Source: an optimization exercise on an open RTL-to-GDS flow (aim: small area, a short achievable clock period and few clock cycles per item). Production flows keep margins and buffers that such runs may drop. RTL that was checked went through simulation tests only; none was proved equivalent to the original. Function not checked in run 1: the RTL went through the layout flow alone. Power and IR drop assume default switching activity.

## flow/design.v (module list and top-level ports; edited modules follow where they fit)
// module IOTDF: 540 lines
// module F_Function: 91 lines
// module Sub_Key: 26 lines
// module CRC_Gen: 7 lines
module IOTDF( clk, rst, in_en, iot_in, fn_sel, busy, valid, iot_out);
  // ...
==> flow/run.sh <==
#!/bin/bash
# synth_recipe.tcl (not shown) runs the flow's synth.tcl, then flattens the netlist and writes it again
# the make line also repeats each setting of config.mk as NAME=value (left out here)
make -C /OpenROAD-flow-scripts/flow DESIGN_CONFIG=/design/flow/config.mk WORK_HOME=/design/flow/orfs CLKGATE_MAP_FILE= SYNTH_SCRIPT=/design/flow/synth_recipe.tcl finish
==> flow/config.mk <==
export PLATFORM = sky130hd
export DESIGN_NAME = IOTDF
export DESIGN_NICKNAME = IOTDF
export VERILOG_FILES = /design/flow/design.v
export SDC_FILE = /design/flow/constraint.sdc
export NUM_CORES = 4
export LEC_CHECK = 0
export CAP_MARGIN = 20
export CORE_MARGIN = 2
export CORE_UTILIZATION = 35
export SETUP_SLACK_MARGIN = 3.6
export SLEW_MARGIN = 20
==> flow/constraint.sdc <==
create_clock -name core_clock -period 6.0 [get_ports {clk}]
set_input_delay 1.2000 -clock core_clock [delete_from_list [all_inputs] [get_ports {clk}]]
set_output_delay 1.2000 -clock core_clock [all_outputs]
set_load 0.01 [all_outputs]
==> key figures, run 1 <==
Power
  – Max VDD drop: 0.205 mV
  – Comb pwr share: 0.485
  – Total power: 13.1 mW
  – Sw power: 5.52 mW
  – Biggest consumer: combinational cells
  – Clk power: 2.77 mW

Drt
  – Final ANT Viol Nets: 0
  – Highest metal used: met4
  – Detailed-router iteration count before antenna repair: 9
  – Met2 wire length: 36200 um
  – Detailed-route via count: 20000
  – Vias per Instance: 6.15

Critical path
  – WP data arrival: 3.37 ns
  – Crit path buf inv count: 1
  – RR Startpoint: mCA
  – Worst-path maximum fanout: 4
  – Worst r2r dst: mBB
  – CP peak stage delay: 0.51 ns
  – R2R setup slack: 3.06 ns
  – Crit Path Category: reg -> reg
  – Crit path to: mBB

Logic synthesis
  – Commonest cells post-synth: dfxtp_1, a22oi_1, clkbuf_1
  – Synthesis Warnings: 1
  – Sequential fraction of the synthesis area: 0.417
  – Post-Syn Area: 20700 sq um
  – Number of synthesized flops with an enable pin: 6
  – Post-Synth Simple-Gate Area: 0.115

Layout
  – Non-CTS buffers: 402
  – Seq cells: 426
  – Count of multi-input gates: 1497
  – Final nets: 2479
  – Fin area: 27200 sq um
  – Most frequent cells in the layout: buf_4, dfxtp_1, a22oi_1
  – Fraction of area in multi-input gates: 0.447

Run status
  – Run status: no timing/DRC/antenna violations

Floorplan
  – # rows: 89
  – Core Box Area: 58800 sq um
  – Initial Util: 0.353

Global routing
  – Total track usage: 0.246

Clocking
  – Post-CTS Hold Buffers: 0
  – Clock root buffer: clkbuf_16
  – Clock Path Buffers: 3

Placement
  – Dpl hpwl: 52400 um

Timing
  – FMAX: 340 MHz

Min path
  – Hold path endpoint: A[31]
==> module IOTDF, before the edit <==
module IOTDF( clk, rst, in_en, iot_in, fn_sel, busy, valid, iot_out);
input          clk;
input          rst;
input          in_en;
input  [7:0]   iot_in;
input  [2:0]   fn_sel;
output         busy;
output         valid;
output [127:0] iot_out;
reg [127:0] A, B, C;
reg [7:0] Ax;
reg [3:0] cnt;
reg dcy, ld, valid_r, pg, gt1, gt2;
reg [2:0] grp;
reg f12, fdec, f3, f45, fmin;
assign busy = 1'b0;
assign valid = valid_r;
assign iot_out = C;
always @(posedge clk) begin
	f12  <= (fn_sel == 3'd1) || (fn_sel == 3'd2);
	fdec <= (fn_sel == 3'd2);
	f3   <= (fn_sel == 3'd3);
	f45  <= (fn_sel == 3'd4) || (fn_sel == 3'd5);
	fmin <= (fn_sel == 3'd5);
end
always @(posedge clk) A <= {iot_in, A[127:8]};
always @(posedge clk) Ax <= A[7:0];
reg mBA, mBC, mBB, mCA, mCB, mCC;
wire [7:0] Bin = ({8{mBA}} & Ax) | ({8{mBC}} & C[7:0]) | ({8{mBB}} & B[7:0]);
wire [7:0] Cin = ({8{mCA}} & Ax) | ({8{mCB}} & B[7:0]) | ({8{mCC}} & C[7:0]);
wire [7:0] a8 = A[127:120];
wire c1 = (cnt == 4'd1);
wire g1 = (a8 > Cin) | ((a8 == Cin) & gt1 & ~c1);
wire g2 = (a8 > Bin) | ((a8 == Bin) & gt2 & ~c1);
wire x1 = g1 ^ fmin;    
wire x2 = g2 ^ fmin;    
wire first = (grp == 3'd0);
wire second = (grp == 3'd1);
wire nCA = first ? 1'b0 : second ? x2 : x1;
wire nCB = first ? 1'b1 : second ? ~x2 : 1'b0;
wire nBA = first ? 1'b1 : second ? ~x2 : (~x1 & x2);
wire nBC = first ? 1'b0 : second ? 1'b0 : x1;
wire wdone = in_en & (cnt == 4'd15);
always @(posedge clk) begin
	if (dcy) begin
		mCA <= nCA; mCB <= nCB; mCC <= ~(nCA | nCB);
		mBA <= nBA; mBC <= nBC; mBB <= ~(nBA | nBC);
	end
end
always @(posedge clk or posedge rst) begin
	if (rst) begin
		cnt <= 4'd0; dcy <= 1'b0; ld <= 1'b0; valid_r <= 1'b0; pg <= 1'b0;
		grp <= 3'd0; gt1 <= 1'b0; gt2 <= 1'b0;
	end else begin
		cnt <= cnt + {3'd0, in_en};
		dcy <= wdone;
		if (dcy) ld <= 1'b1;
		if (dcy) grp <= grp + 3'd1;
		if (dcy & (grp == 3'd7)) pg <= 1'b1;
		gt1 <= g1;
		gt2 <= g2;
		valid_r <= (f12 & dcy & ld) | (f3 & dcy) | (f45 & dcy & pg & (first | second));
	end
end
wire [3:0] cntn = cnt + {3'd0, in_en};
wire s1n = (cntn == 4'd1) | (cntn == 4'd8) | (cntn == 4'd15);
reg bLe, bLd, bLp, bRnd, sh, sh1, e1, e2, d1, d2, cD, cDe, cDd;
always @(posedge clk) begin
	bLp  <= f12 & wdone;
	bLe  <= f12 & ~fdec & wdone;
	bLd  <= f12 & fdec & wdone;
	bRnd <= f12 & ~wdone;
	sh   <= f45 | (f12 & ~wdone);
	sh1  <= f45 | (f12 & ~wdone & ~fdec & s1n);
	e1   <= f12 & ~wdone & ~fdec & s1n;
	e2   <= f12 & ~wdone & ~fdec & ~s1n;
	d1   <= f12 & ~wdone & fdec & s1n;
	d2   <= f12 & ~wdone & fdec & ~s1n;
	cD   <= f12 & wdone;
	cDe  <= f12 & ~fdec & wdone;
	cDd  <= f12 & fdec & wdone;
end
wire [31:0] Lr, Rr, F, newR;
wire [55:0] CD;
wire [47:0] K;
assign Lr[0] = B[0];
assign Rr[0] = B[8];
assign Lr[1] = B[16];
assign Rr[1] = B[24];
assign Lr[2] = B[32];
assign Rr[2] = B[40];
assign Lr[3] = B[48];
assign Rr[3] = B[56];
assign Lr[4] = B[64];
assign Rr[4] = B[72];
assign Lr[5] = B[80];
assign Rr[5] = B[88];
assign Lr[6] = B[96];
assign Rr[6] = B[104];
assign Lr[7] = B[112];
assign Rr[7] = B[120];
assign Lr[8] = B[1];
assign Rr[8] = B[9];
assign Lr[9] = B[17];
assign Rr[9] = B[25];
assign Lr[10] = B[33];
assign Rr[10] = B[41];
assign Lr[11] = B[49];
assign Rr[11] = B[57];
assign Lr[12] = B[65];
assign Rr[12] = B[73];
assign Lr[13] = B[81];
assign Rr[13] = B[89];
assign Lr[14] = B[97];
assign Rr[14] = B[105];
assign Lr[15] = B[113];
assign Rr[15] = B[121];
assign Lr[16] = B[2];
assign Rr[16] = B[10];
assign Lr[17] = B[18];
assign Rr[17] = B[26];
assign Lr[18] = B[34];
assign Rr[18] = B[42];
assign Lr[19] = B[50];
assign Rr[19] = B[58];
assign Lr[20] = B[66];
assign Rr[20] = B[74];
assign Lr[21] = B[82];
assign Rr[21] = B[90];
assign Lr[22] = B[98];
assign Rr[22] = B[106];
assign Lr[23] = B[114];
assign Rr[23] = B[122];
assign Lr[24] = B[3];
assign Rr[24] = B[11];
assign Lr[25] = B[19];
assign Rr[25] = B[27];
assign Lr[26] = B[35];
assign Rr[26] = B[43];
assign Lr[27] = B[51];
assign Rr[27] = B[59];
assign Lr[28] = B[67];
assign Rr[28] = B[75];
assign Lr[29] = B[83];
assign Rr[29] = B[91];
assign Lr[30] = B[99];
assign Rr[30] = B[107];
assign Lr[31] = B[115];
assign Rr[31] = B[123];
assign CD[0] = B[95];
assign CD[1] = B[87];
assign CD[2] = B[79];
assign CD[3] = B[71];
assign CD[4] = B[63];
assign CD[5] = B[55];
assign CD[6] = B[47];
assign CD[7] = B[39];
assign CD[8] = B[31];
assign CD[9] = B[23];
assign CD[10] = B[15];
assign CD[11] = B[7];
assign CD[12] = B[126];
assign CD[13] = B[118];
assign CD[14] = B[110];
assign CD[15] = B[102];
assign CD[16] = B[94];
assign CD[17] = B[86];
assign CD[18] = B[78];
assign CD[19] = B[70];
assign CD[20] = B[62];
assign CD[21] = B[54];
assign CD[22] = B[46];
assign CD[23] = B[38];
assign CD[24] = B[30];
assign CD[25] = B[22];
assign CD[26] = B[14];
assign CD[27] = B[6];
assign CD[28] = B[93];
assign CD[29] = B[85];
assign CD[30] = B[77];
assign CD[31] = B[69];
assign CD[32] = B[61];
assign CD[33] = B[53];
assign CD[34] = B[45];
assign CD[35] = B[37];
assign CD[36] = B[29];
assign CD[37] = B[21];
assign CD[38] = B[13];
assign CD[39] = B[5];
assign CD[40] = B[124];
assign CD[41] = B[116];
assign CD[42] = B[108];
assign CD[43] = B[100];
assign CD[44] = B[92];
assign CD[45] = B[84];
assign CD[46] = B[76];
assign CD[47] = B[68];
assign CD[48] = B[60];
assign CD[49] = B[52];
assign CD[50] = B[44];
assign CD[51] = B[36];
assign CD[52] = B[28];
assign CD[53] = B[20];
assign CD[54] = B[12];
assign CD[55] = B[4];
assign K[0] = CD[24];
assign K[1] = CD[27];
assign K[2] = CD[20];
assign K[3] = CD[6];
assign K[4] = CD[14];
assign K[5] = CD[10];
assign K[6] = CD[3];
assign K[7] = CD[22];
assign K[8] = CD[0];
assign K[9] = CD[17];
assign K[10] = CD[7];
assign K[11] = CD[12];
assign K[12] = CD[8];
assign K[13] = CD[23];
assign K[14] = CD[11];
assign K[15] = CD[5];
assign K[16] = CD[16];
assign K[17] = CD[26];
assign K[18] = CD[1];
assign K[19] = CD[9];
assign K[20] = CD[19];
assign K[21] = CD[25];
assign K[22] = CD[4];
assign K[23] = CD[15];
assign K[24] = CD[54];
assign K[25] = CD[43];
assign K[26] = CD[36];
assign K[27] = CD[29];
assign K[28] = CD[49];
assign K[29] = CD[40];
assign K[30] = CD[48];
assign K[31] = CD[30];
assign K[32] = CD[52];
assign K[33] = CD[44];
assign K[34] = CD[37];
assign K[35] = CD[33];
assign K[36] = CD[46];
assign K[37] = CD[35];
assign K[38] = CD[50];
assign K[39] = CD[41];
assign K[40] = CD[28];
assign K[41] = CD[53];
assign K[42] = CD[51];
assign K[43] = CD[55];
assign K[44] = CD[32];
assign K[45] = CD[45];
assign K[46] = CD[39];
assign K[47] = CD[42];
F_Function F_Function_u(.key_in(K), .R_in(Rr), .F_out(F));
assign newR = Lr ^ F;
reg [1:0] crc_in;
always @(*) begin
	case (cnt)
	4'd1: crc_in = {a8[0] ^ a8[2] ^ a8[3] ^ a8[5] ^ a8[6], a8[0] ^ a8[1] ^ a8[3] ^ a8[4] ^ a8[6] ^ a8[7]};
	4'd2: crc_in = {a8[0] ^ a8[1] ^ a8[3] ^ a8[4] ^ a8[6] ^ a8[7], a8[1] ^ a8[2] ^ a8[4] ^ a8[5] ^ a8[7]};
	4'd3: crc_in = {a8[1] ^ a8[2] ^ a8[4] ^ a8[5] ^ a8[7], a8[0] ^ a8[2] ^ a8[3] ^ a8[5] ^ a8[6]};
	4'd4: crc_in = {a8[0] ^ a8[2] ^ a8[3] ^ a8[5] ^ a8[6], a8[0] ^ a8[1] ^ a8[3] ^ a8[4] ^ a8[6] ^ a8[7]};
	4'd5: crc_in = {a8[0] ^ a8[1] ^ a8[3] ^ a8[4] ^ a8[6] ^ a8[7], a8[1] ^ a8[2] ^ a8[4] ^ a8[5] ^ a8[7]};
	4'd6: crc_in = {a8[1] ^ a8[2] ^ a8[4] ^ a8[5] ^ a8[7], a8[0] ^ a8[2] ^ a8[3] ^ a8[5] ^ a8[6]};
	4'd7: crc_in = {a8[0] ^ a8[2] ^ a8[3] ^ a8[5] ^ a8[6], a8[0] ^ a8[1] ^ a8[3] ^ a8[4] ^ a8[6] ^ a8[7]};
	4'd8: crc_in = {a8[0] ^ a8[1] ^ a8[3] ^ a8[4] ^ a8[6] ^ a8[7], a8[1] ^ a8[2] ^ a8[4] ^ a8[5] ^ a8[7]};
	4'd9: crc_in = {a8[1] ^ a8[2] ^ a8[4] ^ a8[5] ^ a8[7], a8[0] ^ a8[2] ^ a8[3] ^ a8[5] ^ a8[6]};
	4'd10: crc_in = {a8[0] ^ a8[2] ^ a8[3] ^ a8[5] ^ a8[6], a8[0] ^ a8[1] ^ a8[3] ^ a8[4] ^ a8[6] ^ a8[7]};
	4'd11: crc_in = {a8[0] ^ a8[1] ^ a8[3] ^ a8[4] ^ a8[6] ^ a8[7], a8[1] ^ a8[2] ^ a8[4] ^ a8[5] ^ a8[7]};
	4'd12: crc_in = {a8[1] ^ a8[2] ^ a8[4] ^ a8[5] ^ a8[7], a8[0] ^ a8[2] ^ a8[3] ^ a8[5] ^ a8[6]};
	4'd13: crc_in = {a8[0] ^ a8[2] ^ a8[3] ^ a8[5] ^ a8[6], a8[0] ^ a8[1] ^ a8[3] ^ a8[4] ^ a8[6] ^ a8[7]};
	4'd14: crc_in = {a8[0] ^ a8[1] ^ a8[3] ^ a8[4] ^ a8[6] ^ a8[7], a8[1] ^ a8[2] ^ a8[4] ^ a8[5] ^ a8[7]};
	4'd15: crc_in = {a8[1] ^ a8[2] ^ a8[4] ^ a8[5] ^ a8[7], a8[0] ^ a8[2] ^ a8[3] ^ a8[5] ^ a8[6]};
	4'd0: crc_in = {a8[0] ^ a8[2] ^ a8[3] ^ a8[5] ^ a8[6], a8[0] ^ a8[1] ^ a8[3] ^ a8[4] ^ a8[6] ^ a8[7]};
	endcase
end
wire [1:0] crc_old = (cnt == 4'd1) ? 2'b00 : C[2:1];
wire [1:0] crc_new = crc_old ^ crc_in;
wire [127:0] Bn, Cn;
assign Bn[0] = (sh & B[8]) | (bLp & A[56]);
assign Bn[1] = (sh & B[9]) | (bLp & A[58]);
assign Bn[2] = (sh & B[10]) | (bLp & A[60]);
assign Bn[3] = (sh & B[11]) | (bLp & A[62]);
assign Bn[4] = (bLe & A[79]) | (bLd & A[71]) | (sh1 & B[12]) | (e2 & B[20]) | (d1 & B[93]) | (d2 & B[85]);
assign Bn[5] = (bLe & A[77]) | (bLd & A[69]) | (sh1 & B[13]) | (e2 & B[21]) | (d1 & B[124]) | (d2 & B[116]);
assign Bn[6] = (bLe & A[73]) | (bLd & A[65]) | (sh1 & B[14]) | (e2 & B[22]) | (d1 & B[95]) | (d2 & B[87]);
assign Bn[7] = (bLe & A[75]) | (bLd & A[67]) | (sh1 & B[15]) | (e2 & B[23]) | (d1 & B[126]) | (d2 & B[118]);
assign Bn[8] = (bLp & A[57]) | (bRnd & newR[0]) | (f45 & B[16]);
assign Bn[9] = (bLp & A[59]) | (bRnd & newR[8]) | (f45 & B[17]);
assign Bn[10] = (bLp & A[61]) | (bRnd & newR[16]) | (f45 & B[18]);
assign Bn[11] = (bLp & A[63]) | (bRnd & newR[24]) | (f45 & B[19]);
assign Bn[12] = (bLe & A[87]) | (bLd & A[79]) | (sh1 & B[20]) | (e2 & B[28]) | (d1 & B[4]) | (d2 & B[93]);
assign Bn[13] = (bLe & A[85]) | (bLd & A[77]) | (sh1 & B[21]) | (e2 & B[29]) | (d1 & B[5]) | (d2 & B[124]);
assign Bn[14] = (bLe & A[81]) | (bLd & A[73]) | (sh1 & B[22]) | (e2 & B[30]) | (d1 & B[6]) | (d2 & B[95]);
assign Bn[15] = (bLe & A[83]) | (bLd & A[75]) | (sh1 & B[23]) | (e2 & B[31]) | (d1 & B[7]) | (d2 & B[126]);
assign Bn[16] = (sh & B[24]) | (bLp & A[48]);
assign Bn[17] = (sh & B[25]) | (bLp & A[50]);
assign Bn[18] = (sh & B[26]) | (bLp & A[52]);
assign Bn[19] = (sh & B[27]) | (bLp & A[54]);
assign Bn[20] = (bLe & A[95]) | (bLd & A[87]) | (sh1 & B[28]) | (e2 & B[36]) | (d1 & B[12]) | (d2 & B[4]);
assign Bn[21] = (bLe & A[93]) | (bLd & A[85]) | (sh1 & B[29]) | (e2 & B[37]) | (d1 & B[13]) | (d2 & B[5]);
assign Bn[22] = (bLe & A[89]) | (bLd & A[81]) | (sh1 & B[30]) | (e2 & B[38]) | (d1 & B[14]) | (d2 & B[6]);
assign Bn[23] = (bLe & A[91]) | (bLd & A[83]) | (sh1 & B[31]) | (e2 & B[39]) | (d1 & B[15]) | (d2 & B[7]);
assign Bn[24] = (bLp & A[49]) | (bRnd & newR[1]) | (f45 & B[32]);
assign Bn[25] = (bLp & A[51]) | (bRnd & newR[9]) | (f45 & B[33]);
assign Bn[26] = (bLp & A[53]) | (bRnd & newR[17]) | (f45 & B[34]);
assign Bn[27] = (bLp & A[55]) | (bRnd & newR[25]) | (f45 & B[35]);
assign Bn[28] = (bLe & A[103]) | (bLd & A[95]) | (sh1 & B[36]) | (e2 & B[44]) | (d1 & B[20]) | (d2 & B[12]);
assign Bn[29] = (bLe & A[101]) | (bLd & A[93]) | (sh1 & B[37]) | (e2 & B[45]) | (d1 & B[21]) | (d2 & B[13]);
assign Bn[30] = (bLe & A[97]) | (bLd & A[89]) | (sh1 & B[38]) | (e2 & B[46]) | (d1 & B[22]) | (d2 & B[14]);
assign Bn[31] = (bLe & A[99]) | (bLd & A[91]) | (sh1 & B[39]) | (e2 & B[47]) | (d1 & B[23]) | (d2 & B[15]);
assign Bn[32] = (sh & B[40]) | (bLp & A[40]);
assign Bn[33] = (sh & B[41]) | (bLp & A[42]);
assign Bn[34] = (sh & B[42]) | (bLp & A[44]);
assign Bn[35] = (sh & B[43]) | (bLp & A[46]);
assign Bn[36] = (bLe & A[111]) | (bLd & A[103]) | (sh1 & B[44]) | (e2 & B[52]) | (d1 & B[28]) | (d2 & B[20]);
assign Bn[37] = (bLe & A[109]) | (bLd & A[101]) | (sh1 & B[45]) | (e2 & B[53]) | (d1 & B[29]) | (d2 & B[21]);
assign Bn[38] = (bLe & A[105]) | (bLd & A[97]) | (sh1 & B[46]) | (e2 & B[54]) | (d1 & B[30]) | (d2 & B[22]);
assign Bn[39] = (bLe & A[107]) | (bLd & A[99]) | (sh1 & B[47]) | (e2 & B[55]) | (d1 & B[31]) | (d2 & B[23]);
assign Bn[40] = (bLp & A[41]) | (bRnd & newR[2]) | (f45 & B[48]);
assign Bn[41] = (bLp & A[43]) | (bRnd & newR[10]) | (f45 & B[49]);
assign Bn[42] = (bLp & A[45]) | (bRnd & newR[18]) | (f45 & B[50]);
assign Bn[43] = (bLp & A[47]) | (bRnd & newR[26]) | (f45 & B[51]);
assign Bn[44] = (bLe & A[119]) | (bLd & A[111]) | (sh1 & B[52]) | (e2 & B[60]) | (d1 & B[36]) | (d2 & B[28]);
assign Bn[45] = (bLe & A[117]) | (bLd & A[109]) | (sh1 & B[53]) | (e2 & B[61]) | (d1 & B[37]) | (d2 & B[29]);
assign Bn[46] = (bLe & A[113]) | (bLd & A[105]) | (sh1 & B[54]) | (e2 & B[62]) | (d1 & B[38]) | (d2 & B[30]);
assign Bn[47] = (bLe & A[115]) | (bLd & A[107]) | (sh1 & B[55]) | (e2 & B[63]) | (d1 & B[39]) | (d2 & B[31]);
assign Bn[48] = (sh & B[56]) | (bLp & A[32]);
assign Bn[49] = (sh & B[57]) | (bLp & A[34]);
assign Bn[50] = (sh & B[58]) | (bLp & A[36]);
assign Bn[51] = (sh & B[59]) | (bLp & A[38]);
assign Bn[52] = (bLe & A[127]) | (bLd & A[119]) | (sh1 & B[60]) | (e2 & B[68]) | (d1 & B[44]) | (d2 & B[36]);
assign Bn[53] = (bLe & A[125]) | (bLd & A[117]) | (sh1 & B[61]) | (e2 & B[69]) | (d1 & B[45]) | (d2 & B[37]);
assign Bn[54] = (bLe & A[121]) | (bLd & A[113]) | (sh1 & B[62]) | (e2 & B[70]) | (d1 & B[46]) | (d2 & B[38]);
assign Bn[55] = (bLe & A[123]) | (bLd & A[115]) | (sh1 & B[63]) | (e2 & B[71]) | (d1 & B[47]) | (d2 & B[39]);
assign Bn[56] = (bLp & A[33]) | (bRnd & newR[3]) | (f45 & B[64]);
assign Bn[57] = (bLp & A[35]) | (bRnd & newR[11]) | (f45 & B[65]);
assign Bn[58] = (bLp & A[37]) | (bRnd & newR[19]) | (f45 & B[66]);
assign Bn[59] = (bLp & A[39]) | (bRnd & newR[27]) | (f45 & B[67]);
assign Bn[60] = (bLe & A[70]) | (bLd & A[127]) | (sh1 & B[68]) | (e2 & B[76]) | (d1 & B[52]) | (d2 & B[44]);
assign Bn[61] = (bLe & A[68]) | (bLd & A[125]) | (sh1 & B[69]) | (e2 & B[77]) | (d1 & B[53]) | (d2 & B[45]);
assign Bn[62] = (bLe & A[66]) | (bLd & A[121]) | (sh1 & B[70]) | (e2 & B[78]) | (d1 & B[54]) | (d2 & B[46]);
assign Bn[63] = (bLe & A[100]) | (bLd & A[123]) | (sh1 & B[71]) | (e2 & B[79]) | (d1 & B[55]) | (d2 & B[47]);
assign Bn[64] = (sh & B[72]) | (bLp & A[24]);
assign Bn[65] = (sh & B[73]) | (bLp & A[26]);
assign Bn[66] = (sh & B[74]) | (bLp & A[28]);
assign Bn[67] = (sh & B[75]) | (bLp & A[30]);
assign Bn[68] = (bLe & A[78]) | (bLd & A[70]) | (sh1 & B[76]) | (e2 & B[84]) | (d1 & B[60]) | (d2 & B[52]);
assign Bn[69] = (bLe & A[76]) | (bLd & A[68]) | (sh1 & B[77]) | (e2 & B[85]) | (d1 & B[61]) | (d2 & B[53]);
assign Bn[70] = (bLe & A[74]) | (bLd & A[66]) | (sh1 & B[78]) | (e2 & B[86]) | (d1 & B[62]) | (d2 & B[54]);
assign Bn[71] = (bLe & A[108]) | (bLd & A[100]) | (sh1 & B[79]) | (e2 & B[87]) | (d1 & B[63]) | (d2 & B[55]);
assign Bn[72] = (bLp & A[25]) | (bRnd & newR[4]) | (f45 & B[80]);
assign Bn[73] = (bLp & A[27]) | (bRnd & newR[12]) | (f45 & B[81]);
assign Bn[74] = (bLp & A[29]) | (bRnd & newR[20]) | (f45 & B[82]);
assign Bn[75] = (bLp & A[31]) | (bRnd & newR[28]) | (f45 & B[83]);
assign Bn[76] = (bLe & A[86]) | (bLd & A[78]) | (sh1 & B[84]) | (e2 & B[92]) | (d1 & B[68]) | (d2 & B[60]);
assign Bn[77] = (bLe & A[84]) | (bLd & A[76]) | (sh1 & B[85]) | (e2 & B[93]) | (d1 & B[69]) | (d2 & B[61]);
assign Bn[78] = (bLe & A[82]) | (bLd & A[74]) | (sh1 & B[86]) | (e2 & B[94]) | (d1 & B[70]) | (d2 & B[62]);
assign Bn[79] = (bLe & A[116]) | (bLd & A[108]) | (sh1 & B[87]) | (e2 & B[95]) | (d1 & B[71]) | (d2 & B[63]);
assign Bn[80] = (sh & B[88]) | (bLp & A[16]);
assign Bn[81] = (sh & B[89]) | (bLp & A[18]);
assign Bn[82] = (sh & B[90]) | (bLp & A[20]);
assign Bn[83] = (sh & B[91]) | (bLp & A[22]);
assign Bn[84] = (bLe & A[94]) | (bLd & A[86]) | (sh1 & B[92]) | (e2 & B[100]) | (d1 & B[76]) | (d2 & B[68]);
assign Bn[85] = (bLe & A[92]) | (bLd & A[84]) | (sh1 & B[93]) | (e2 & B[4]) | (d1 & B[77]) | (d2 & B[69]);
assign Bn[86] = (bLe & A[90]) | (bLd & A[82]) | (sh1 & B[94]) | (e2 & B[102]) | (d1 & B[78]) | (d2 & B[70]);
assign Bn[87] = (bLe & A[124]) | (bLd & A[116]) | (sh1 & B[95]) | (e2 & B[6]) | (d1 & B[79]) | (d2 & B[71]);
assign Bn[88] = (bLp & A[17]) | (bRnd & newR[5]) | (f45 & B[96]);
assign Bn[89] = (bLp & A[19]) | (bRnd & newR[13]) | (f45 & B[97]);
assign Bn[90] = (bLp & A[21]) | (bRnd & newR[21]) | (f45 & B[98]);
assign Bn[91] = (bLp & A[23]) | (bRnd & newR[29]) | (f45 & B[99]);
assign Bn[92] = (bLe & A[102]) | (bLd & A[94]) | (sh1 & B[100]) | (e2 & B[108]) | (d1 & B[84]) | (d2 & B[76]);
assign Bn[93] = (bLe & A[71]) | (bLd & A[92]) | (e1 & B[4]) | (e2 & B[12]) | (d1 & B[85]) | (d2 & B[77]) | (f45 & B[101]);
assign Bn[94] = (bLe & A[98]) | (bLd & A[90]) | (sh1 & B[102]) | (e2 & B[110]) | (d1 & B[86]) | (d2 & B[78]);
assign Bn[95] = (bLe & A[65]) | (bLd & A[124]) | (e1 & B[6]) | (e2 & B[14]) | (d1 & B[87]) | (d2 & B[79]) | (f45 & B[103]);
assign Bn[96] = (sh & B[104]) | (bLp & A[8]);
assign Bn[97] = (sh & B[105]) | (bLp & A[10]);
assign Bn[98] = (sh & B[106]) | (bLp & A[12]);
assign Bn[99] = (sh & B[107]) | (bLp & A[14]);
assign Bn[100] = (bLe & A[110]) | (bLd & A[102]) | (sh1 & B[108]) | (e2 & B[116]) | (d1 & B[92]) | (d2 & B[84]);
assign Bn[101] = (bLp & A[64]) | (bRnd & B[101]) | (f45 & B[109]);
assign Bn[102] = (bLe & A[106]) | (bLd & A[98]) | (sh1 & B[110]) | (e2 & B[118]) | (d1 & B[94]) | (d2 & B[86]);
assign Bn[103] = (bLp & A[96]) | (bRnd & B[103]) | (f45 & B[111]);
assign Bn[104] = (bLp & A[9]) | (bRnd & newR[6]) | (f45 & B[112]);
assign Bn[105] = (bLp & A[11]) | (bRnd & newR[14]) | (f45 & B[113]);
assign Bn[106] = (bLp & A[13]) | (bRnd & newR[22]) | (f45 & B[114]);
assign Bn[107] = (bLp & A[15]) | (bRnd & newR[30]) | (f45 & B[115]);
assign Bn[108] = (bLe & A[118]) | (bLd & A[110]) | (sh1 & B[116]) | (e2 & B[124]) | (d1 & B[100]) | (d2 & B[92]);
assign Bn[109] = (bLp & A[72]) | (bRnd & B[109]) | (f45 & B[117]);
assign Bn[110] = (bLe & A[114]) | (bLd & A[106]) | (sh1 & B[118]) | (e2 & B[126]) | (d1 & B[102]) | (d2 & B[94]);
assign Bn[111] = (bLp & A[104]) | (bRnd & B[111]) | (f45 & B[119]);
assign Bn[112] = (sh & B[120]) | (bLp & A[0]);
assign Bn[113] = (sh & B[121]) | (bLp & A[2]);
assign Bn[114] = (sh & B[122]) | (bLp & A[4]);
assign Bn[115] = (sh & B[123]) | (bLp & A[6]);
assign Bn[116] = (bLe & A[126]) | (bLd & A[118]) | (sh1 & B[124]) | (e2 & B[5]) | (d1 & B[108]) | (d2 & B[100]);
assign Bn[117] = (bLp & A[80]) | (bRnd & B[117]) | (f45 & B[125]);
assign Bn[118] = (bLe & A[122]) | (bLd & A[114]) | (sh1 & B[126]) | (e2 & B[7]) | (d1 & B[110]) | (d2 & B[102]);
assign Bn[119] = (bLp & A[112]) | (bRnd & B[119]) | (f45 & B[127]);
assign Bn[120] = (bLp & A[1]) | (bRnd & newR[7]) | (f45 & Bin[0]);
assign Bn[121] = (bLp & A[3]) | (bRnd & newR[15]) | (f45 & Bin[1]);
assign Bn[122] = (bLp & A[5]) | (bRnd & newR[23]) | (f45 & Bin[2]);
assign Bn[123] = (bLp & A[7]) | (bRnd & newR[31]) | (f45 & Bin[3]);
assign Bn[124] = (bLe & A[69]) | (bLd & A[126]) | (e1 & B[5]) | (e2 & B[13]) | (d1 & B[116]) | (d2 & B[108]) | (f45 & Bin[4]);
assign Bn[125] = (bLp & A[88]) | (bRnd & B[125]) | (f45 & Bin[5]);
assign Bn[126] = (bLe & A[67]) | (bLd & A[122]) | (e1 & B[7]) | (e2 & B[15]) | (d1 & B[118]) | (d2 & B[110]) | (f45 & Bin[6]);
assign Bn[127] = (bLp & A[120]) | (bRnd & B[127]) | (f45 & Bin[7]);
assign Cn[0] = (f45 & C[8]) | (cD & newR[7]);
assign Cn[1] = (f45 & C[9]) | (cD & B[120]) | (f3 & crc_new[0]);
assign Cn[2] = (f45 & C[10]) | (cD & newR[15]) | (f3 & crc_new[1]);
assign Cn[3] = (f45 & C[11]) | (cD & B[121]);
assign Cn[4] = (f45 & C[12]) | (cD & newR[23]);
assign Cn[5] = (f45 & C[13]) | (cD & B[122]);
assign Cn[6] = (f45 & C[14]) | (cD & newR[31]);
assign Cn[7] = (f45 & C[15]) | (cD & B[123]);
assign Cn[8] = (f45 & C[16]) | (cD & newR[6]);
assign Cn[9] = (f45 & C[17]) | (cD & B[104]);
assign Cn[10] = (f45 & C[18]) | (cD & newR[14]);
assign Cn[11] = (f45 & C[19]) | (cD & B[105]);
assign Cn[12] = (f45 & C[20]) | (cD & newR[22]);
assign Cn[13] = (f45 & C[21]) | (cD & B[106]);
assign Cn[14] = (f45 & C[22]) | (cD & newR[30]);
assign Cn[15] = (f45 & C[23]) | (cD & B[107]);
assign Cn[16] = (f45 & C[24]) | (cD & newR[5]);
assign Cn[17] = (f45 & C[25]) | (cD & B[88]);
assign Cn[18] = (f45 & C[26]) | (cD & newR[13]);
assign Cn[19] = (f45 & C[27]) | (cD & B[89]);
assign Cn[20] = (f45 & C[28]) | (cD & newR[21]);
assign Cn[21] = (f45 & C[29]) | (cD & B[90]);
assign Cn[22] = (f45 & C[30]) | (cD & newR[29]);
assign Cn[23] = (f45 & C[31]) | (cD & B[91]);
assign Cn[24] = (f45 & C[32]) | (cD & newR[4]);
assign Cn[25] = (f45 & C[33]) | (cD & B[72]);
assign Cn[26] = (f45 & C[34]) | (cD & newR[12]);
assign Cn[27] = (f45 & C[35]) | (cD & B[73]);
assign Cn[28] = (f45 & C[36]) | (cD & newR[20]);
assign Cn[29] = (f45 & C[37]) | (cD & B[74]);
assign Cn[30] = (f45 & C[38]) | (cD & newR[28]);
assign Cn[31] = (f45 & C[39]) | (cD & B[75]);
assign Cn[32] = (f45 & C[40]) | (cD & newR[3]);
assign Cn[33] = (f45 & C[41]) | (cD & B[56]);
assign Cn[34] = (f45 & C[42]) | (cD & newR[11]);
assign Cn[35] = (f45 & C[43]) | (cD & B[57]);
assign Cn[36] = (f45 & C[44]) | (cD & newR[19]);
assign Cn[37] = (f45 & C[45]) | (cD & B[58]);
assign Cn[38] = (f45 & C[46]) | (cD & newR[27]);
assign Cn[39] = (f45 & C[47]) | (cD & B[59]);
assign Cn[40] = (f45 & C[48]) | (cD & newR[2]);
assign Cn[41] = (f45 & C[49]) | (cD & B[40]);
assign Cn[42] = (f45 & C[50]) | (cD & newR[10]);
assign Cn[43] = (f45 & C[51]) | (cD & B[41]);
assign Cn[44] = (f45 & C[52]) | (cD & newR[18]);
assign Cn[45] = (f45 & C[53]) | (cD & B[42]);
assign Cn[46] = (f45 & C[54]) | (cD & newR[26]);
assign Cn[47] = (f45 & C[55]) | (cD & B[43]);
assign Cn[48] = (f45 & C[56]) | (cD & newR[1]);
assign Cn[49] = (f45 & C[57]) | (cD & B[24]);
assign Cn[50] = (f45 & C[58]) | (cD & newR[9]);
assign Cn[51] = (f45 & C[59]) | (cD & B[25]);
assign Cn[52] = (f45 & C[60]) | (cD & newR[17]);
assign Cn[53] = (f45 & C[61]) | (cD & B[26]);
assign Cn[54] = (f45 & C[62]) | (cD & newR[25]);
assign Cn[55] = (f45 & C[63]) | (cD & B[27]);
assign Cn[56] = (f45 & C[64]) | (cD & newR[0]);
assign Cn[57] = (f45 & C[65]) | (cD & B[8]);
assign Cn[58] = (f45 & C[66]) | (cD & newR[8]);
assign Cn[59] = (f45 & C[67]) | (cD & B[9]);
assign Cn[60] = (f45 & C[68]) | (cD & newR[16]);
assign Cn[61] = (f45 & C[69]) | (cD & B[10]);
assign Cn[62] = (f45 & C[70]) | (cD & newR[24]);
assign Cn[63] = (f45 & C[71]) | (cD & B[11]);
assign Cn[64] = (f45 & C[72]) | (cD & B[101]);
assign Cn[65] = (f45 & C[73]) | (cDe & B[6]) | (cDd & B[95]);
assign Cn[66] = (f45 & C[74]) | (cDe & B[70]) | (cDd & B[62]);
assign Cn[67] = (f45 & C[75]) | (cDe & B[7]) | (cDd & B[126]);
assign Cn[68] = (f45 & C[76]) | (cDe & B[69]) | (cDd & B[61]);
assign Cn[69] = (f45 & C[77]) | (cDe & B[5]) | (cDd & B[124]);
assign Cn[70] = (f45 & C[78]) | (cDe & B[68]) | (cDd & B[60]);
assign Cn[71] = (f45 & C[79]) | (cDe & B[4]) | (cDd & B[93]);
assign Cn[72] = (f45 & C[80]) | (cD & B[109]);
assign Cn[73] = (f45 & C[81]) | (cDe & B[14]) | (cDd & B[6]);
assign Cn[74] = (f45 & C[82]) | (cDe & B[78]) | (cDd & B[70]);
assign Cn[75] = (f45 & C[83]) | (cDe & B[15]) | (cDd & B[7]);
assign Cn[76] = (f45 & C[84]) | (cDe & B[77]) | (cDd & B[69]);
assign Cn[77] = (f45 & C[85]) | (cDe & B[13]) | (cDd & B[5]);
assign Cn[78] = (f45 & C[86]) | (cDe & B[76]) | (cDd & B[68]);
assign Cn[79] = (f45 & C[87]) | (cDe & B[12]) | (cDd & B[4]);
assign Cn[80] = (f45 & C[88]) | (cD & B[117]);
assign Cn[81] = (f45 & C[89]) | (cDe & B[22]) | (cDd & B[14]);
assign Cn[82] = (f45 & C[90]) | (cDe & B[86]) | (cDd & B[78]);
assign Cn[83] = (f45 & C[91]) | (cDe & B[23]) | (cDd & B[15]);
assign Cn[84] = (f45 & C[92]) | (cDe & B[85]) | (cDd & B[77]);
assign Cn[85] = (f45 & C[93]) | (cDe & B[21]) | (cDd & B[13]);
assign Cn[86] = (f45 & C[94]) | (cDe & B[84]) | (cDd & B[76]);
assign Cn[87] = (f45 & C[95]) | (cDe & B[20]) | (cDd & B[12]);
assign Cn[88] = (f45 & C[96]) | (cD & B[125]);
assign Cn[89] = (f45 & C[97]) | (cDe & B[30]) | (cDd & B[22]);
assign Cn[90] = (f45 & C[98]) | (cDe & B[94]) | (cDd & B[86]);
assign Cn[91] = (f45 & C[99]) | (cDe & B[31]) | (cDd & B[23]);
assign Cn[92] = (f45 & C[100]) | (cDe & B[93]) | (cDd & B[85]);
assign Cn[93] = (f45 & C[101]) | (cDe & B[29]) | (cDd & B[21]);
assign Cn[94] = (f45 & C[102]) | (cDe & B[92]) | (cDd & B[84]);
assign Cn[95] = (f45 & C[103]) | (cDe & B[28]) | (cDd & B[20]);
assign Cn[96] = (f45 & C[104]) | (cD & B[103]);
assign Cn[97] = (f45 & C[105]) | (cDe & B[38]) | (cDd & B[30]);
assign Cn[98] = (f45 & C[106]) | (cDe & B[102]) | (cDd & B[94]);
assign Cn[99] = (f45 & C[107]) | (cDe & B[39]) | (cDd & B[31]);
assign Cn[100] = (f45 & C[108]) | (cDe & B[71]) | (cDd & B[63]);
assign Cn[101] = (f45 & C[109]) | (cDe & B[37]) | (cDd & B[29]);
assign Cn[102] = (f45 & C[110]) | (cDe & B[100]) | (cDd & B[92]);
assign Cn[103] = (f45 & C[111]) | (cDe & B[36]) | (cDd & B[28]);
assign Cn[104] = (f45 & C[112]) | (cD & B[111]);
assign Cn[105] = (f45 & C[113]) | (cDe & B[46]) | (cDd & B[38]);
assign Cn[106] = (f45 & C[114]) | (cDe & B[110]) | (cDd & B[102]);
assign Cn[107] = (f45 & C[115]) | (cDe & B[47]) | (cDd & B[39]);
assign Cn[108] = (f45 & C[116]) | (cDe & B[79]) | (cDd & B[71]);
assign Cn[109] = (f45 & C[117]) | (cDe & B[45]) | (cDd & B[37]);
assign Cn[110] = (f45 & C[118]) | (cDe & B[108]) | (cDd & B[100]);
assign Cn[111] = (f45 & C[119]) | (cDe & B[44]) | (cDd & B[36]);
assign Cn[112] = (f45 & C[120]) | (cD & B[119]);
assign Cn[113] = (f45 & C[121]) | (cDe & B[54]) | (cDd & B[46]);
assign Cn[114] = (f45 & C[122]) | (cDe & B[118]) | (cDd & B[110]);
assign Cn[115] = (f45 & C[123]) | (cDe & B[55]) | (cDd & B[47]);
assign Cn[116] = (f45 & C[124]) | (cDe & B[87]) | (cDd & B[79]);
assign Cn[117] = (f45 & C[125]) | (cDe & B[53]) | (cDd & B[45]);
assign Cn[118] = (f45 & C[126]) | (cDe & B[116]) | (cDd & B[108]);
assign Cn[119] = (f45 & C[127]) | (cDe & B[52]) | (cDd & B[44]);
assign Cn[120] = (f45 & Cin[0]) | (cD & B[127]);
assign Cn[121] = (f45 & Cin[1]) | (cDe & B[62]) | (cDd & B[54]);
assign Cn[122] = (f45 & Cin[2]) | (cDe & B[126]) | (cDd & B[118]);
assign Cn[123] = (f45 & Cin[3]) | (cDe & B[63]) | (cDd & B[55]);
assign Cn[124] = (f45 & Cin[4]) | (cDe & B[95]) | (cDd & B[87]);
assign Cn[125] = (f45 & Cin[5]) | (cDe & B[61]) | (cDd & B[53]);
assign Cn[126] = (f45 & Cin[6]) | (cDe & B[124]) | (cDd & B[116]);
assign Cn[127] = (f45 & Cin[7]) | (cDe & B[60]) | (cDd & B[52]);
always @(posedge clk) begin
	B <= Bn;
	C <= Cn;
end
endmodule
==> run 2, diff against run 1 <==
--- a/flow/design.v
+++ b/flow/design.v
@@ -33,4 +33,11 @@
 wire c1 = (cnt == 4'd1);
-wire g1 = (a8 > Cin) | ((a8 == Cin) & gt1 & ~c1);
-wire g2 = (a8 > Bin) | ((a8 == Bin) & gt2 & ~c1);
+wire gtA = (a8 > Ax), eqA = (a8 == Ax);
+wire gtB = (a8 > B[7:0]), eqB = (a8 == B[7:0]);
+wire gtC = (a8 > C[7:0]), eqC = (a8 == C[7:0]);
+wire gtCin = (mCA & gtA) | (mCB & gtB) | (mCC & gtC);
+wire eqCin = (mCA & eqA) | (mCB & eqB) | (mCC & eqC);
+wire gtBin = (mBA & gtA) | (mBC & gtC) | (mBB & gtB);
+wire eqBin = (mBA & eqA) | (mBC & eqC) | (mBB & eqB);
+wire g1 = gtCin | (eqCin & gt1 & ~c1);
+wire g2 = gtBin | (eqBin & gt2 & ~c1);
 wire x1 = g1 ^ fmin;    
@@ -44,4 +51,7 @@
 wire wdone = in_en & (cnt == 4'd15);
-always @(posedge clk) begin
-	if (dcy) begin
+always @(posedge clk or posedge rst) begin
+	if (rst) begin
+		mCA <= 1'b0; mCB <= 1'b0; mCC <= 1'b1;
+		mBA <= 1'b0; mBC <= 1'b0; mBB <= 1'b1;
+	end else if (dcy) begin
 		mCA <= nCA; mCB <= nCB; mCC <= ~(nCA | nCB);
--- a/flow/config.mk
+++ b/flow/config.mk
@@ -10,3 +10,6 @@
 export CORE_UTILIZATION = 35
-export SETUP_SLACK_MARGIN = 3.6
+export CTS_CLUSTER_DIAMETER = 100
+export CTS_CLUSTER_SIZE = 20
+export SETUP_SLACK_MARGIN = 4.5
 export SLEW_MARGIN = 20
+export TNS_END_PERCENT = 0
==> key figures, run 2 <==
Run status
  – Run status: no timing/DRC/antenna violations

Timing
  – RSZ-0062 raised after global routing: yes
  – Setup_tns: 0 ns
  – Final period util: 0.411
  – Final worst path period need: 2.47 ns
  – Fin. max-slew vios: 0
  – Setup Skew: 0.0188 ns
  – FMAX: 405 MHz (+19%)
  – Final WS setup: 3.53 ns
  – Slew of the pin with the lowest slew margin: 1.07 ns
  – Final Hold Vio Count: 0
  – Final setup violation count: 0
  – Slew HR: 0.286

Clocking
  – Clock Path Buffers: 3 (unchanged)
  – CTS tree: built
  – Worst-path clk slew: 0.09 ns
  – H-tree depth: 1
  – CTS Sinks: 426
  – CTS Buf Count: 26
  – Post-CTS Hold Buffers: 0 (unchanged)
  – Clock Latency Late Sink: 0.59 ns
  – Clock root buffer: clkbuf_16

Drt
  – Final ANT Viol Nets: 0 (unchanged)
  – Final WL: 81500 um
  – WL/cell: 25.3 um
  – DRT iter0 DRCs: 2909
  – DRC: 0
  – Detailed-router iteration count before antenna repair: 12 (+3)
  – Detailed-route via count: 20200 (+1.1%)
  – Vias per Instance: 6.28 (+2.1%)

Layout
  – Area grow syn2layout: 25.5%
  – FILL cells: 5638
  – Largest regs: A (128), B (128), C (128)
  – Most common cell after layout, fill and taps aside: buf_4
  – Most frequent cells in the layout: buf_4, dfxtp_1, a22oi_1
  – Layout cell share with drive strength beyond 1: 0.310
  – Finished Core Util: 0.442
  – Final nets: 2478 (-0.040%)
  – Fin area: 26500 sq um (-2.6%)

Global routing
  – GR Util met1: 0.341
  – Vias in the first global route: 18900
  – Largest net degree at the start of global routing: 100
  – Global-route wire length before repair: 122000 um
  – Total track usage: 0.250 (+0.00367)
  – GRT Max-Usage Layer: met2
  – Initial antenna violation count: 2
  – Met3 GRT Util: 0.0459
  – Met2 usage: 0.387
  – Congestion Overflow GR: 0

Critical path
  – WP data arrival: 2.97 ns (-0.40 ns)
  – Endpoint kind of the worst setup timing path: flip-flop
  – WP data required: 6.50 ns
  – Worst-path maximum fanout: 5 (+1)
  – Setup crit start kind: flip-flop
  – Crit Path Category: reg -> reg

Floorplan
  – Die H: 250 um
  – # rows: 90 (+1.1%)
  – Initial Util: 0.352 (-0.000772)
  – Die X: 250 um
  – Core Box Area: 60000 sq um (+2.1%)
  – Die Footprint: 62400 sq um
  – Io pins: 144

Logic synthesis
  – Main synth FF type: dfxtp_1
  – #FFs+latches synth: 426
  – Number of synthesized flops with an enable pin: 0 (-6)
  – Synth area leaders: dfxtp_1, a22oi_1, a22o_1
  – Synthesis Warnings: 1 (unchanged)
  – Commonest cells post-synth: dfxtp_1, a22oi_1, clkbuf_1
  – Synthesized area per cell: 9.17 sq um
  – Async SR Flop Fraction: 0.0446
  – Unique cell type count in the Yosys netlist: 96
  – Most frequent cell after synthesis: dfxtp_1
  – Syn Nets: 2349
  – Sequential fraction of the synthesis area: 0.408 (-0.00891)
  – Mapped Cells: 2305
  – Synth top area share: 0.386
  – Synth area leader: dfxtp_1
  – Post-Syn Area: 21100 sq um (+1.9%)

Run
  – Max-cap violations: 0

Placement
  – Dpl hpwl: 54100 um (+3.4%)
  – Port bufs: 142
  – Placed cell areas: 22700 sq um
  – GP Congestion: 0.863
  – Post-Place Worst Slack: 2.69 ns

Min path
  – HP Class: reg -> reg

Power
  – PwrDens: 427 nW/um^2
  – Pleak: 10.2 nW
  – Max VDD drop: 0.209 mV (+2.0%)
==> run 2: cell count changes after synthesis, sizes merged, moves of 8 or more <==
cell / before / now
xnor2: 85 / 95
nand2: 116 / 105
nor2: 109 / 83
ha: 22 / 30
inv: 69 / 89
o211ai: 32 / 41
a21oi: 69 / 91
o2111ai: 10 / 19
==> run 2: logic make-up after synthesis <==
logic type      Yosys count  share of synthesized area
compound gates          854                      0.302
xor+xnor                162                     0.0830
fa+ha+maj                31                     0.0182
buf+inv                 348                     0.0722
flops                   426                      0.408
mux                      18                    0.00924
other cells               1                   0.000177
simple gates            465                      0.107
==> run 2: per-layer routing <==
layer	up-vias	share of wire
li1	9035	-
met1	9930	0.41
met2	1114	0.44
met3	162	0.092
met4	0	0.049
met5	-	0
==> run 2: path summary, 6_finish.rpt <==
check / cells past startpoint / from / slack (ns) / to
max: 10 / C[4] / 3.53 / mBB
min: 0 / A[40] / 0.35 / A[32]
max reg2reg: 10 / C[4] / 3.53 / mBB
min reg2reg: 0 / A[40] / 0.35 / A[32]
max in group asynchronous: 2 / rst / 4.42 / cnt[2]
min in group asynchronous: 2 / rst / 1.05 / gt1
==> run 2: area by class of cell <==
class | count | area [sq um] | share of cell area
clock inverter | 3 | 41.3 | 0.00156
antenna | 1 | 2.50 | 0.0000944
timing repair buffer | 356 | 2760 | 0.104
multi-input combinational | 1534 | 12600 | 0.474
clock buffer | 30 | 687 | 0.0259
sequential | 426 | 9140 | 0.345
tap | 782 | 978 | 0.0369
inverter | 90 | 340 | 0.0128
==> run 2: critical path, cell delays in order, from the launching register on <==
cell	delay (ns)
dfxtp_4	0.42
inv_2	0.04
ha_1	0.27
and4_4	0.25
nand2_2	0.08
and2_0	0.16
a222oi_1	0.34
buf_4	0.19
nand4_1	0.17
o211a_1	0.19
o32ai_2	0.25
==> run 2: timing repair <==
action / in CTS / in global routing
endpoints found under the setup margin: 386 / 406
pin swaps: 47 / 22
buffers inserted: 152 / 29
gates cloned: 4 / 0
resized for setup: 948 / 28
==> run 2: power breakdown <==
part           leakage [nW]  internal [mW]  switching [mW]
clock                 0.355          0.820           0.990
combinational          6.13           2.41            3.24
sequential             3.70           3.13           0.746
total                  10.2           6.36            4.97
==> run 2: through the flow <==
step | hold WS (ns) | total power [mW] | cells
final | 0.354 | 11.3 | 3222
after detailed placement | 0.338 | 8.25 | 3003
after floorplan | 0.330 | 7.05 | 2305
after CTS | 0.351 | 11.0 | 3192
after global routing | 0.350 | 11.9 | 3221
after global placement | 0.337 | 8.15 | 3002
Testbench counts of run 2, summed over its fixed seeds: cycles 41,936, items 1,792.
==> run 3, diff against run 2 <==
--- a/flow/config.mk
+++ b/flow/config.mk
@@ -12,3 +12,3 @@
 export CTS_CLUSTER_SIZE = 20
-export SETUP_SLACK_MARGIN = 4.5
+export SETUP_SLACK_MARGIN = 3.8
 export SLEW_MARGIN = 20
==> key figures, run 3 <==
Timing
  – Final Hold Vio Count: 0 (unchanged)
  – Slew HR: 0.286 (unchanged)
  – FMAX: 405 MHz (unchanged)
  – Fin. max-slew vios: 0 (unchanged)
  – Slew of the pin with the lowest slew margin: 1.07 ns (unchanged)
  – Final period util: 0.411 (unchanged)
  – Final worst path period need: 2.47 ns (unchanged)
  – Setup_tns: 0 ns (unchanged)
  – Final setup violation count: 0 (unchanged)
  – Setup Skew: 0.0188 ns (unchanged)
  – RSZ-0062 raised after global routing: yes

Logic synthesis
  – Post-synthesis mux area share: 0.00924 (unchanged)
  – Mapped Cells: 2305 (unchanged)
  – Syn Nets: 2349 (unchanged)
  – Synthesis Warnings: 1 (unchanged)
  – Compound-Gate Fraction of Synth Area: 0.302 (unchanged)
  – Post-Syn Area: 21100 sq um (unchanged)
  – Most frequent cell after synthesis: dfxtp_1
  – Synth Area in Adders: 0.0182 (unchanged)
  – Async SR Flop Fraction: 0.0446 (unchanged)
  – Synth area leader: dfxtp_1
  – Sequential fraction of the synthesis area: 0.408 (unchanged)
  – Synth top area share: 0.386 (unchanged)
  – Commonest cells post-synth: dfxtp_1, a22oi_1, clkbuf_1
  – Unique cell type count in the Yosys netlist: 96 (unchanged)
  – Post-synthesis xor/xnor area fraction: 0.0830 (unchanged)
  – Synthesized area per cell: 9.17 sq um (unchanged)
  – Post-Synth Simple-Gate Area: 0.107 (unchanged)
  – Largest family of logic cells by synthesized area: compound AO/OA/AOI/OAI gates
  – Main synth FF type: dfxtp_1
  – Synth area leaders: dfxtp_1, a22oi_1, a22o_1
  – Number of synthesized flops with an enable pin: 0 (unchanged)
  – #FFs+latches synth: 426 (unchanged)

Clocking
  – CTS Buf Count: 26 (unchanged)
  – Worst-path clk slew: 0.09 ns (about the same)
  – CTS tree: built
  – Clock Latency Late Sink: 0.59 ns (about the same)
  – H-tree depth: 1 (unchanged)
  – Clock root buffer: clkbuf_16
  – CTS Sinks: 426 (unchanged)
  – Clock Path Buffers: 3 (unchanged)

Global routing
  – Congestion Overflow GR: 0 (unchanged)
  – Initial antenna violation count: 2 (unchanged)
  – Largest net degree at the start of global routing: 100 (unchanged)
  – Global-route wire length before repair: 122000 um (unchanged)
  – Total track usage: 0.250 (unchanged)
  – Vias in the first global route: 18900 (unchanged)

Floorplan
  – Io pins: 144 (unchanged)
  – Core Box Area: 60000 sq um (unchanged)
  – # rows: 90 (unchanged)
  – Die X: 250 um (unchanged)
  – Die H: 250 um (unchanged)
  – Initial Util: 0.352 (unchanged)
  – Die Footprint: 62400 sq um (unchanged)

Power
  – Pleak: 10.2 nW (unchanged)
  – PwrDens: 427 nW/um^2 (unchanged)
  – Max VDD drop: 0.209 mV (unchanged)

Critical path
  – RR Startpoint: C[4]
  – Crit Path Category: reg -> reg
  – Worst r2r dst: mBB
  – R2R setup slack: 3.53 ns (about the same)
  – WP data required: 6.50 ns (about the same)
  – Reg2Reg Depth: 10 (unchanged)
  – Worst-path maximum fanout: 5 (unchanged)
  – WP data arrival: 2.97 ns (about the same)
  – Endpoint kind of the worst setup timing path: flip-flop
  – Setup crit start kind: flip-flop

Min path
  – Hold path endpoint: A[32]
  – Hold depth: 0 (unchanged)
  – HP Class: reg -> reg
  – HP Start: A[40]

Drt
  – DRT iter0 DRCs: 2909 (unchanged)
  – DRC: 0 (unchanged)
  – Detailed-route via count: 20200 (unchanged)
  – Detailed-router iteration count before antenna repair: 12 (unchanged)
  – WL/cell: 25.3 um (unchanged)
  – Vias per Instance: 6.28 (unchanged)
  – Final WL: 81500 um (unchanged)
  – Final ANT Viol Nets: 0 (unchanged)

Layout
  – Layout cell share with drive strength beyond 1: 0.310 (unchanged)
  – Fin area: 26500 sq um (unchanged)
  – Most common cell after layout, fill and taps aside: buf_4
  – Area grow syn2layout: 25.5% (unchanged)
  – Most frequent cells in the layout: buf_4, dfxtp_1, a22oi_1
  – Multi-input logic area: 12600 sq um (unchanged)
  – Final nets: 2478 (unchanged)
  – Register area: 9140 sq um (unchanged)
  – Finished Core Util: 0.442 (unchanged)
  – FILL cells: 5638 (unchanged)
  – Largest regs: A (128), B (128), C (128)

Placement
  – Port bufs: 142 (unchanged)
  – GP Congestion: 0.863 (unchanged)
  – Placed cell areas: 22700 sq um (unchanged)
  – Dpl hpwl: 54100 um (unchanged)

Run
  – Max-cap violations: 0 (unchanged)

Run status
  – Run status: no timing/DRC/antenna violations
run 3: cells by family (layout without fill, tap and decap cells):
family / count (synthesis) / after routing
adder cells (fa/ha/maj): 31 / 31
buffers and inverters: 348 / 479
AO/OA/AOI/OAI: 854 / 854
AND/OR/NAND/NOR: 465 / 465
flip-flops: 426 / 426
XOR/XNOR: 162 / 165
other: 1 / 2
multiplexers: 18 / 18
run 3: what timing repair did:
item / in CTS / in global routing
gates cloned: 4 / 0
pin swaps: 47 / 22
hold buffers: 0 / 0
resized for setup: 948 / 28
endpoints found under the setup margin: 236 / 207
buffers inserted: 152 / 29
run 3: how the worst max path moves through the flow:
stage	slack [ns]	from	cells past startpoint	to
finish	3.53	C[4]	10	mBB
global route	3.45	C[4]	10	mBB
CTS	3.64	A[127]	7	C[2]
detailed placement	2.69	in_en	9	sh1
global placement	2.75	in_en	9	sh1
floorplan	3.42	in_en	8	sh1
run 3: layout make-up:
| cell class | instances | area share |
|---|---|---|
| repair buffers | 356 | 0.104 |
| diodes | 1 | 0.0000944 |
| clock buffers | 30 | 0.0259 |
| inverters | 90 | 0.0128 |
| well taps | 782 | 0.0369 |
| flip-flops and latches | 426 | 0.345 |
| multi-input cells | 1534 | 0.474 |
| clock inverters | 3 | 0.00156 |
run 3: per-layer routing:
| layer | global-route usage | share of wire | wire length (um) | up-vias |
|---|---|---|---|---|
| li1 | - | - | - | 9035 |
| met1 | 0.341 | 0.41 | 33700 | 9930 |
| met2 | 0.387 | 0.44 | 36200 | 1114 |
| met3 | 0.0459 | 0.092 | 7530 | 162 |
| met4 | 0.108 | 0.049 | 4030 | 0 |
| met5 | 0 | 0 | 0 | - |
run 3: critical path, stage by stage (launching register included):
cell and delay [ns]:
dfxtp_4 0.42, inv_2 0.04, ha_1 0.27, and4_4 0.25, nand2_2 0.08, and2_0 0.16, a222oi_1 0.34, buf_4 0.19
nand4_1 0.17, o211a_1 0.19, o32ai_2 0.25
run 3: per-stage QoR:
| step | power [mW] | hold WS [ns] | worst slack (ns) | std cells |
|---|---|---|---|---|
| after detailed placement | 8.25 | 0.338 | 2.69 | 3003 |
| after floorplan | 7.05 | 0.330 | 3.42 | 2305 |
| after CTS | 11.0 | 0.351 | 3.64 | 3192 |
| final | 11.3 | 0.354 | 3.53 | 3222 |
| after global placement | 8.15 | 0.337 | 2.75 | 3002 |
| after global routing | 11.9 | 0.350 | 3.45 | 3221 |
run 3: report_power, final:
part           total [mW]  internal (mW)  switching (mW)
clock network        1.81          0.820           0.990
logic                5.65           2.41            3.24
registers            3.87           3.13           0.746
total                11.3           6.36            4.97
==> run 4, diff against run 3 <==
--- a/flow/config.mk
+++ b/flow/config.mk
@@ -9,5 +9,6 @@
 export CORE_MARGIN = 2
-export CORE_UTILIZATION = 35
+export CORE_UTILIZATION = 50
 export CTS_CLUSTER_DIAMETER = 100
 export CTS_CLUSTER_SIZE = 20
+export PLACE_DENSITY = 0.7
 export SETUP_SLACK_MARGIN = 3.8
==> key figures, run 4 <==
Logic synthesis
  – Commonest cells post-synth: dfxtp_1, a22oi_1, clkbuf_1
  – Synth top area share: 0.386 (unchanged)
  – Synth area leaders: dfxtp_1, a22oi_1, a22o_1
  – Unique cell type count in the Yosys netlist: 96 (unchanged)
  – Number of synthesized flops with an enable pin: 0 (unchanged)
  – Post-Syn Area: 21100 sq um (unchanged)
  – Synthesis Warnings: 1 (unchanged)
  – Async SR Flop Fraction: 0.0446 (unchanged)
  – Most frequent cell after synthesis: dfxtp_1
  – Main synth FF type: dfxtp_1
  – Mapped Cells: 2305 (unchanged)
  – Sequential fraction of the synthesis area: 0.408 (unchanged)
  – Synth area leader: dfxtp_1
  – #FFs+latches synth: 426 (unchanged)
  – Syn Nets: 2349 (unchanged)
  – Synthesized area per cell: 9.17 sq um (unchanged)

Clocking
  – Worst-path clk slew: 0.09 ns (about the same)
  – Clock root buffer: clkbuf_16
  – Clock Path Buffers: 3 (unchanged)
  – CTS Buf Count: 26 (unchanged)
  – H-tree depth: 1 (unchanged)
  – CTS Sinks: 426 (unchanged)
  – CTS tree: built
  – Clock Latency Late Sink: 0.60 ns (about the same)

Timing
  – Fin. max-slew vios: 0 (unchanged)
  – Final worst path period need: 2.49 ns (+0.0184 ns)
  – Setup Skew: 0.0302 ns (+0.0114 ns)
  – Setup_tns: 0 ns (unchanged)
  – Slew of the pin with the lowest slew margin: 0.909 ns (-0.162 ns)
  – Slew HR: 0.394 (+0.108)
  – Final WS setup: 3.51 ns (-0.0184 ns)
  – Final Hold Vio Count: 0 (unchanged)
  – Final setup violation count: 0 (unchanged)
  – FMAX: 402 MHz (-0.74%)
  – RSZ-0062 raised after global routing: yes
  – Final period util: 0.414 (+0.00307)

Run
  – Max-cap violations: 0 (unchanged)

Critical path
  – Endpoint kind of the worst setup timing path: flip-flop
  – WP data required: 6.44 ns (-0.06 ns)
  – Setup crit start kind: flip-flop
  – Worst-path maximum fanout: 8 (+3)
  – WP data arrival: 2.93 ns (-0.04 ns)
  – Crit Path Category: reg -> reg

Global routing
  – Total track usage: 0.331 (+0.0813)
  – Vias in the first global route: 18300 (-3.2%)
  – Largest net degree at the start of global routing: 82 (-18%)
  – Congestion Overflow GR: 0 (unchanged)
  – Initial antenna violation count: 1 (-1)
  – Global-route wire length before repair: 114000 um (-6.6%)

Drt
  – DRT iter0 DRCs: 3234 (+11%)
  – Vias per Instance: 6.80 (+8.3%)
  – WL/cell: 25.7 um (+1.6%)
  – Final WL: 75800 um (-7.0%)
  – DRC: 0 (unchanged)
  – Final ANT Viol Nets: 0 (unchanged)
  – Detailed-router iteration count before antenna repair: 11 (-1)
  – Detailed-route via count: 20100 (-0.83%)

Placement
  – Dpl hpwl: 50700 um (-6.4%)
  – GP Congestion: 0.927 (+7.3%)
  – Post-Place Worst Slack: 2.68 ns (-0.0118 ns)
  – Port bufs: 142 (unchanged)

Layout
  – FILL cells: 3515 (-38%)
  – Most frequent cells in the layout: dfxtp_1, a22oi_1, buf_4
  – Register area: 9070 sq um (-0.74%)
  – # diodes: 0 (-1)
  – Largest regs: A (128), B (128), C (128)
  – Final nets: 2449 (-1.2%)
  – Most common cell after layout, fill and taps aside: dfxtp_1
  – Area grow syn2layout: 22.7%
  – Multi-input logic area: 12500 sq um (-0.82%)
  – Layout cell share with drive strength beyond 1: 0.285 (-0.0258)
  – Finished Core Util: 0.619 (+0.178)

Floorplan
  – Initial Util: 0.505 (+0.153)
  – Die Footprint: 43900 sq um (-30%)
  – # rows: 75 (-17%)
  – Core Box Area: 41900 sq um (-30%)
  – Die X: 210 um (-16%)
  – Io pins: 144 (unchanged)
  – Die H: 210 um (-16%)

Power
  – Pleak: 10.0 nW (-1.7%)
  – PwrDens: 425 nW/um^2 (-0.48%)
  – Max VDD drop: 0.250 mV (+19%)
  – Total power: 11.0 mW (-2.7%)

Run status
  – Run status: no timing/DRC/antenna violations

Min path
  – HP Class: reg -> reg
==> run 4: cell counts after synthesis <==
Identical to the previous run, type by type.
==> run 4: stage by stage <==
| stage | instances | area (sq um) | hold WS (ns) |
|---|---|---|---|
| finish | 2950 | 25900 | 0.350 |
| global route | 2950 | 25900 | 0.355 |
| CTS | 2907 | 25300 | 0.353 |
| detailed placement | 2757 | 22400 | 0.338 |
| global placement | 2755 | 22300 | 0.335 |
| floorplan | 2305 | 21200 | 0.330 |
==> run 4: where the power goes <==
group | switching [mW] | internal [mW]
Clock | 0.995 | 0.800
Sequential | 0.755 | 3.13
Combinational | 3.06 | 2.29
==> run 4: cells by family (layout without fill, tap and decap cells) <==
family                     Yosys count  in the layout  synth area share
adders and majority gates           31             31            0.0182
xor gates and xnor gates           162            164            0.0830
muxes                               18             18           0.00924
DFF                                426            426             0.408
AOI/OAI and AO/OA                  854            854             0.302
and+or+nand+nor                    465            465             0.107
buffers and inverters              348            452            0.0722
other                                1              1          0.000177
==> run 4: critical path, cell delays in order, from the launching register on <==
cell and delay, ns:
dfxtp_4 0.54, xor2_4 0.16, buf_12 0.16, nor2_2 0.25, mux2_2 0.37, o221ai_1 0.18, a21oi_1 0.19, xnor2_1 0.39
o21ai_0 0.12
==> run 4: final cells by class <==
class / instances / area share
flip-flops and latches: 426 / 0.350
clock inverters: 4 / 0.00251
multi-input cells: 1533 / 0.481
inverters: 90 / 0.0130
well taps: 539 / 0.0260
repair buffers: 328 / 0.102
clock buffers: 30 / 0.0257
==> run 4: final timing paths <==
check,end,from,cells past startpoint,slack [ns]
worst max-delay path,C[22],B[57],8,3.51
max in group asynchronous,cnt[0],rst,2,4.44
min in group asynchronous,dcy,rst,2,1.02
worst min register to register,A[64],A[72],0,0.35
worst min-delay path,A[64],A[72],0,0.35
worst max register to register,C[22],B[57],8,3.51
==> run 4: what timing repair did <==
item | in CTS | in global routing
pin swaps | 31 | 16
gates resized for setup | 842 | 50
hold buffers | 0 | 0
setup endpoints to repair | 210 | 206
hold endpoints to repair | 0 | 0
setup buffers | 114 | 43
gates cloned | 2 | 0
==> run 4: routing by layer <==
layer,part of all wire,wire length [um],up-vias,GRT usage
met5,0,0,-,0
met4,0.053,4060,0,0.156
met3,0.087,6560,183,0.0473
met2,0.45,34000,1174,0.511
met1,0.41,31200,9753,0.461
li1,-,-,8963,-

separate check: timing with driven ports:
In the flow no input, the clock included, has a driving cell. The finished layouts below were timed again as built, in two steps.
Step 1 sets driving cells, clkbuf_16 on the clock port and buf_2 on the other inputs (assumed; they add their load-dependent delay and slew).
Step 2 also shifts input and output timing later by t, the mid clock arrival at the registers, as if the neighbouring blocks saw the same clock.
Slacks: ideal / step 1 / step 2; pairs: ideal / step 1.
run	t (ns)	setup slack, ns	worst hold slack (ns)	clock arrival spread, ns
run 1	0.651	3.062 / 3.062 / 3.062	0.334 / 0.334 / 0.334	0.042 / 0.041
run 2	0.636	3.532 / 3.488 / 3.046	0.354 / 0.354 / 0.354	0.022 / 0.022
run 3	0.636	3.532 / 3.488 / 3.046	0.354 / 0.354 / 0.354	0.022 / 0.022
run 4	0.636	3.513 / 3.513 / 3.035	0.350 / 0.350 / 0.350	0.030 / 0.030
After both steps setup and hold are still met in every run listed.
